Source: an optimization exercise on an open RTL-to-GDS flow (aim: small area, a short achievable clock period and few clock cycles). Production flows keep margins and buffers that such runs may drop.
In this exercise RTL edits were held to simulation tests only and were not proved equivalent to the original.
Power is estimated from default activity; no workload was simulated.

## lenet
module lenet (
    input wire clk,
    input wire rst_n,
    input wire compute_start,
    output reg compute_finish,
    input wire [31:0] scale_CONV1,
    input wire [31:0] scale_CONV2,
    input wire [31:0] scale_CONV3,
    input wire [31:0] scale_FC1,
    input wire [31:0] scale_FC2,
    output wire [ 3:0] sram_weight_wea0,
    output wire [15:0] sram_weight_addr0,
    output wire [31:0] sram_weight_wdata0,
    input wire [31:0] sram_weight_rdata0,
    output wire [ 3:0] sram_weight_wea1,
    output wire [15:0] sram_weight_addr1,
    output wire [31:0] sram_weight_wdata1,
    input wire [31:0] sram_weight_rdata1,
    output reg [ 3:0] sram_act_wea0,
    output wire [15:0] sram_act_addr0,
    output wire [31:0] sram_act_wdata0,
    input wire [31:0] sram_act_rdata0,
    output reg [ 3:0] sram_act_wea1,
    output wire [15:0] sram_act_addr1,
    output wire [31:0] sram_act_wdata1,
    input wire [31:0] sram_act_rdata1
);
Size in the first run: ~8700 cells after synthesis, roughly 850 flip-flops, about 500 I/O pins.
Settings: LEC_CHECK=0, CAP_MARGIN=45, CORE_MARGIN=2, CORE_UTILIZATION=72, CTS_BUF_LIST=sky130_fd_sc_hd__clkbuf_8, PLACE_DENSITY=0.82, SLEW_MARGIN=45; clock period 14.0 ns.
run.sh (not shown) runs the stock make flow with config.mk's settings and CLKGATE_MAP_FILE= SYNTH_SCRIPT=/design/flow/synth_recipe.tcl, a recipe that flattens the netlist after the stock synthesis.
The first run completed without violations.
Testbench counts at the start, summed over its fixed seeds: cycles 690,072.
Next try:
Settings changed: CAP_MARGIN 45 to 20, CORE_UTILIZATION 72 to 65, PLACE_DENSITY 0.82 to 0.75, SLEW_MARGIN 45 to 20.
Effect: Combinational power barely changes. Synthesized cell count does not change. Sequential power stays flat. Cell area is about the same. Non-clock buffer count goes down by 7. First-iteration DRC count falls by 8.8%. Routed wire length fell by 1.2%. Sequential share of layout area is about the same. Clock power is lower by about 3%.
Next try:
Settings changed: CAP_MARGIN 20 to 45, SLEW_MARGIN 20 to 65.
After rerunning: Critical path depth went down by 10. Sequential cell count is unchanged. Design area went up by about 1.3%. Count of clock-buffer cells in the layout went up by 7.
Next try:
Settings changed: CTS_BUF_LIST sky130_fd_sc_hd__clkbuf_8 to unset, SLEW_MARGIN 65 to 45.
What happened: The changed run ran to the end with no violations. Global-route usage is about the same. Clock skew shrinks by 29 ps. Die area stays the same.

========
lenet again, from the RTL that the note above started with.
Settings: LEC_CHECK=0, CAP_MARGIN=45, CORE_MARGIN=2, CORE_UTILIZATION=65, CTS_BUF_LIST=sky130_fd_sc_hd__clkbuf_8, PLACE_DENSITY=0.75, SLEW_MARGIN=45; clock period 14.0 ns.
The baseline ran to the end with no violations.
Testbench counts at the start, summed over its fixed seeds: cycles 690,072.
Change:
Settings changed: CAP_MARGIN 45 to 20, CTS_BUF_LIST sky130_fd_sc_hd__clkbuf_8 to unset, SLEW_MARGIN 45 to 20.
Register-to-register slack is worse by 0.16 ns.
Routed wire length hardly moves.
Final area hardly moves.
Total power came out higher slightly.
Sequential cell count stays the same.
Global-route usage stays flat.
Worst setup slack is worse by 0.13 ns.

========
Setup of before:
lenet, a different RTL version from the one above (not shown whole).
Size in the first run: roughly 8,700 cells after synthesis, ~500 I/O pins, about 0.084 sq mm of cells after synthesis.
Settings: LEC_CHECK=0, CAP_MARGIN=80, CORE_MARGIN=2, CORE_UTILIZATION=65, PLACE_DENSITY=0.75, SLEW_MARGIN=80; clock period 14.0 ns.
Testbench counts of before, summed over its fixed seeds: cycles 690,072.
--- input diff before..after ---
# before
export LEC_CHECK = 0
export CAP_MARGIN = 80
export CORE_MARGIN = 2
export CORE_UTILIZATION = 65
export PLACE_DENSITY = 0.75
export SLEW_MARGIN = 80
create_clock -name core_clock -period 14.0 [get_ports {clk}]
# after
export LEC_CHECK = 0
export CAP_MARGIN = 20
export CORE_MARGIN = 2
export CORE_UTILIZATION = 65
export PLACE_DENSITY = 0.75
export SLEW_MARGIN = 20
create_clock -name core_clock -period 14.0 [get_ports {clk}]
### Flow results
- Reported for before and after, horizontal die dimension turned out identical to the last digit.
- Relative to before, sequential share of layout area has increased by 0.91 points in after.
- before → after: count of routing violations after the opening detailed-route iteration rose by about 8%; number of flops mapped to enable cells by yosys stayed essentially flat; worst setup slack fell by 150 ps; highest clock rate fell by about 2.8%.
- Diff after..before | clock skew after layout | negligible
- after ended up with a lower latest clock arrival within the worst-skew pair than before did.
- Between after and before, it is after whose global-route wire length before repair is lower, by about 1.9%.
- Initial antenna violation count was lower in the run labelled before.
- Compared with before, after shows a total wire length that is 2.5% lower.

## separate check: timing with driven ports
The results above use ideal ports. As a check the final layouts listed here were re-extracted and re-timed, cells and wires unchanged. Step 1: set_driving_cell puts a clkbuf_16 on clk and a buf_2 on each other input, an assumption about the parent block. Step 2 times the ports against the registers' clock, not the clock port: input delays grow and output delays shrink by t, the midpoint of the rising clock arrivals with the driver on. Three values: ideal, step 1, step 2; two values: the first two.
| run | t (ns) | slack for setup (ns) | hold WS [ns] | worst setup path after step 2 |
|---|---|---|---|---|
| the first run of note 1 | 1.010 | 8.893 / 8.893 / 8.893 | 0.321 / 0.321 / 0.321 | register to register |
| the second run of note 1 | 0.986 | 8.994 / 8.994 / 8.994 | 0.327 / 0.327 / 0.327 | register to register |
| the third run of note 1 | 0.994 | 9.062 / 8.984 / 9.245 | 0.321 / 0.321 / 0.321 | register to register |
| the fourth run of note 1 | 0.800 | 9.211 / 9.211 / 9.211 | 0.325 / 0.325 / 0.325 | register to register |
| the first run of note 2 | 0.986 | 9.109 / 9.030 / 9.138 | 0.329 / 0.329 / 0.329 | register to register |
| the second run of note 2 | 0.806 | 8.983 / 8.983 / 8.983 | 0.325 / 0.325 / 0.325 | register to register |
| before | 0.819 | 8.634 / 8.634 / 8.634 | 0.326 / 0.326 / 0.326 | register to register |
| after | 0.801 | 8.481 / 8.481 / 8.481 | 0.275 / 0.275 / 0.275 | register to register |
After both steps every run listed still meets setup and hold.
